From an optimization exercise on the open Yosys and OpenROAD flow, aimed at small area; shortcuts taken in it are not production practice. Function was checked by simulation only, so behaviour that the tests miss may differ from the original. No activity file was given, so power comes from the tool's default toggle rates.

## pll_d
module pll_d(
	output logic freq_synced,
	input freq_in,
	input Clock, nReset
	);
For scale: about 110 flip-flops, ~4 I/O pins, ~5000 sq um of cells after synthesis.
==> module pfd, before the edit <==
module pfd (
	output logic first_second, timeout, ready, nz, measuring,
	output logic [16-1:0] counter_1, f_out, f_out_next,
	input f_1, f_2,
	input Clock, nReset
);
logic [16-1:0] f_count, tc;
logic state2, st1, st2;
wire both_low = ~f_1 & ~f_2;
wire entry    = ~st1 & ~st2 & (f_1 ^ f_2);
wire hit      = (tc == 16'h0001);
assign f_out_next = (state2 & ~f_1) ? f_count : f_out;
logic [16-1:0] f_count_inc, counter_1_inc;
always_comb
begin
	logic a, b, ea, eb;
	ea = ~&f_count[16-1:1];
	eb = f_1 & ~f_2 & ~st2;
	a = 1;
	b = 1;
	for(int i = 0; i < 16; i++)
	begin
		f_count_inc[i] = f_count[i] ^ (ea & a);
		a = a & f_count[i];
		counter_1_inc[i] = counter_1[i] ^ (eb & b);
		b = b & counter_1[i];
	end
end
always_ff @(posedge Clock, negedge nReset)
	if(~nReset)
	begin
		state2 <= 0;
		f_out <= 0;
		st1 <= 0;
		st2 <= 0;
		ready <= 0;
	end
	else
	begin
		if(~state2)
		begin
			if(f_1)
				state2 <= 1;
		end
		else if(~f_1)
			state2 <= 0;
		f_out <= f_out_next;
		if(st1)
		begin
			st1 <= ~hit & ~both_low;
			st2 <= hit;
			ready <= both_low;
		end
		else if(st2)
		begin
			if(both_low)
			begin
				st2 <= 0;
				ready <= 0;
			end
		end
		else if(f_1 ^ f_2)
		begin
			st1 <= 1;
			ready <= 0;
		end
	end
always_ff @(posedge Clock)
begin
	if(~state2)
		f_count <= 0;
	else
		f_count <= f_count_inc;
	if(entry)
	begin
		first_second <= f_2;
		counter_1 <= 0;
		nz <= 0;
	end
	else
	begin
		counter_1 <= counter_1_inc;
		if(st1 & (f_1 ^ f_2))
			nz <= 1;
	end
	if(st1)
		tc <= {~tc[0], tc[15], tc[14] ^ ~tc[0], tc[13] ^ ~tc[0], tc[12], tc[11] ^ ~tc[0], tc[10:1]};
	else
		tc <= 0;
end
assign timeout = st2;
assign measuring = st1;
endmodule
==> module freq_gen, before the edit <==
module freq_gen(
	output logic f_out,
	input first_second, timeout, ready, nz, measuring,
	input [16-1:0] diff_1, f_in, f_in_next,
	input Clock, nReset
	);
localparam LO = 8;
logic state, skip, dzero, fsd, c_lo;
logic [16-1:0] dcopy;
logic [16:0] counter;
wire use_d = state & ~dzero;
wire [16:0] x = {~fsd, dcopy} & {(16+1){use_d}};
wire cin = use_d & (skip ^ fsd);
wire [16-1:0] dcopy_next = measuring ? dcopy : diff_1 ^ {16{~first_second}};
wire fsd_next = measuring ? fsd : first_second;
wire skip_next = ready ? ~skip : skip;
logic c_lo_next;
always_comb
begin
	logic c;
	c = skip_next ^ fsd_next;
	for(int i = 0; i < LO; i++)
	begin
		logic b;
		b = dcopy_next[i];
		c = (f_in_next[i] & b) | (f_in_next[i] & c) | (b & c);
	end
	c_lo_next = c;
end
logic [16:0] threshold, counter_inc;
logic ge;
always_comb
begin
	logic c, g, gt, ge1, ci;
	c = cin;
	g = 1;
	for(int i = 0; i < LO; i++)
	begin
		threshold[i] = f_in[i] ^ x[i] ^ c;
		c = (f_in[i] & x[i]) | (c & (f_in[i] ^ x[i]));
		g = (counter[i] & ~threshold[i]) | (counter[i] & g) | (~threshold[i] & g);
	end
	c = use_d & c_lo;
	gt = 0;
	ge1 = 1;
	for(int i = LO; i <= 16; i++)
	begin
		logic a;
		a = (i < 16) ? f_in[i] : 1'b0;
		threshold[i] = a ^ x[i] ^ c;
		c = (a & x[i]) | (c & (a ^ x[i]));
		gt = (counter[i] & ~threshold[i]) | (counter[i] & gt) | (~threshold[i] & gt);
		ge1 = (counter[i] & ~threshold[i]) | (counter[i] & ge1) | (~threshold[i] & ge1);
	end
	ge = g ? ge1 : gt;
	ci = 1;
	for(int i = 0; i <= 16; i++)
	begin
		counter_inc[i] = counter[i] ^ ci;
		ci = ci & counter[i];
	end
end
always_ff @(posedge Clock, negedge nReset)
	if(~nReset)
	begin
		skip <= 0;
		dzero <= 1;
		state <= 0;
	end
	else
	begin
		skip <= skip_next;
		if(ready)
			dzero <= ~nz;
		else if(timeout)
			dzero <= 1;
		if(ge)
			state <= ~state;
	end
always_ff @(posedge Clock)
begin
	counter <= ge ? '0 : counter_inc;
	dcopy <= dcopy_next;
	fsd <= fsd_next;
	c_lo <= c_lo_next;
end
assign f_out = ~state;
endmodule
export LEC_CHECK = 0
export CAP_MARGIN = 20
export CORE_MARGIN = 2
export CORE_UTILIZATION = 60
export SLEW_MARGIN = 20
create_clock -name core_clock -period 6.0 [get_ports {Clock}]
run.sh (not shown) runs the stock make flow with config.mk's settings and CLKGATE_MAP_FILE= SYNTH_SCRIPT=/design/flow/synth_recipe.tcl, a recipe that flattens the netlist after the stock synthesis.
Rerun with:
--- a/flow/design.v
+++ b/flow/design.v
@@ -13,16 +13,14 @@
 logic [16-1:0] f_count_inc, counter_1_inc;
 always_comb
 begin
-	logic a, b, ea, eb;
-	ea = ~&f_count[16-1:1];
-	eb = f_1 & ~f_2 & ~st2;
-	a = 1;
-	b = 1;
+	logic a, b;
+	a = ~&f_count[16-1:1];
+	b = f_1 & ~f_2 & ~st2;
 	for(int i = 0; i < 16; i++)
 	begin
-		f_count_inc[i] = f_count[i] ^ (ea & a);
+		f_count_inc[i] = f_count[i] ^ a;
 		a = a & f_count[i];
-		counter_1_inc[i] = counter_1[i] ^ (eb & b);
+		counter_1_inc[i] = counter_1[i] ^ b;
 		b = b & counter_1[i];
 	end
 end
@@ -156,6 +154,7 @@
 always_ff @(posedge Clock, negedge nReset)
 	if(~nReset)
 	begin
+		counter <= 0;
 		skip <= 0;
 		dzero <= 1;
 		state <= 0;
@@ -168,11 +167,15 @@
 		else if(timeout)
 			dzero <= 1;
 		if(ge)
+		begin
+			counter <= 0;
 			state <= ~state;
+		end
+		else
+			counter <= counter_inc;
 	end
 always_ff @(posedge Clock)
 begin
-	counter <= ge ? '0 : counter_inc;
 	dcopy <= dcopy_next;
 	fsd <= fsd_next;
 	c_lo <= c_lo_next;
Result:
- The changed run passed the timing, design-rule and antenna checks
- cell count drops by 3.3%
- hold slack loses 0.0086 ns
- synthesized area climbs by about 2.8%
- wire length climbs by 5.4%
- via count climbs by 1.5%
- sequential power is about the same
- global-route usage drops by 0.20 points
- worst setup slack gains 0.014 ns
- total power climbs by about 1.5%
- die area climbs by about 2.6%
- register-to-register slack stays flat
- clock skew drops by 0.0033 ns
- core utilization climbs by 1.0 points
- clock-buffer cell count is unchanged

==> what the ideal ports hide <==
In the flow no input, the clock included, has a driving cell. The finished layouts below were timed again as built, in two steps. Step 1, drivers: a clkbuf_16 drives Clock and a buf_2 each remaining input, both assumed. Step 2, shift: input delay + t, output delay - t, t = (earliest + latest rising clock arrival at the registers) / 2. This alone moves slack from input paths to output paths. a / b / c = ideal / step 1 / step 2; a / b = the first two.
run | t, ns | setup WS [ns] | worst setup path at the end | worst slew at a driven data input, ns | cell pins on the clock port's net
the first run | 0.403 | 0.366 / 0.366 / 0.366 | register to register | 0.03 | 1
the second run | 0.395 | 0.380 / 0.380 / 0.380 | register to register | 0.03 | 1
After both steps every run listed still meets setup and hold.
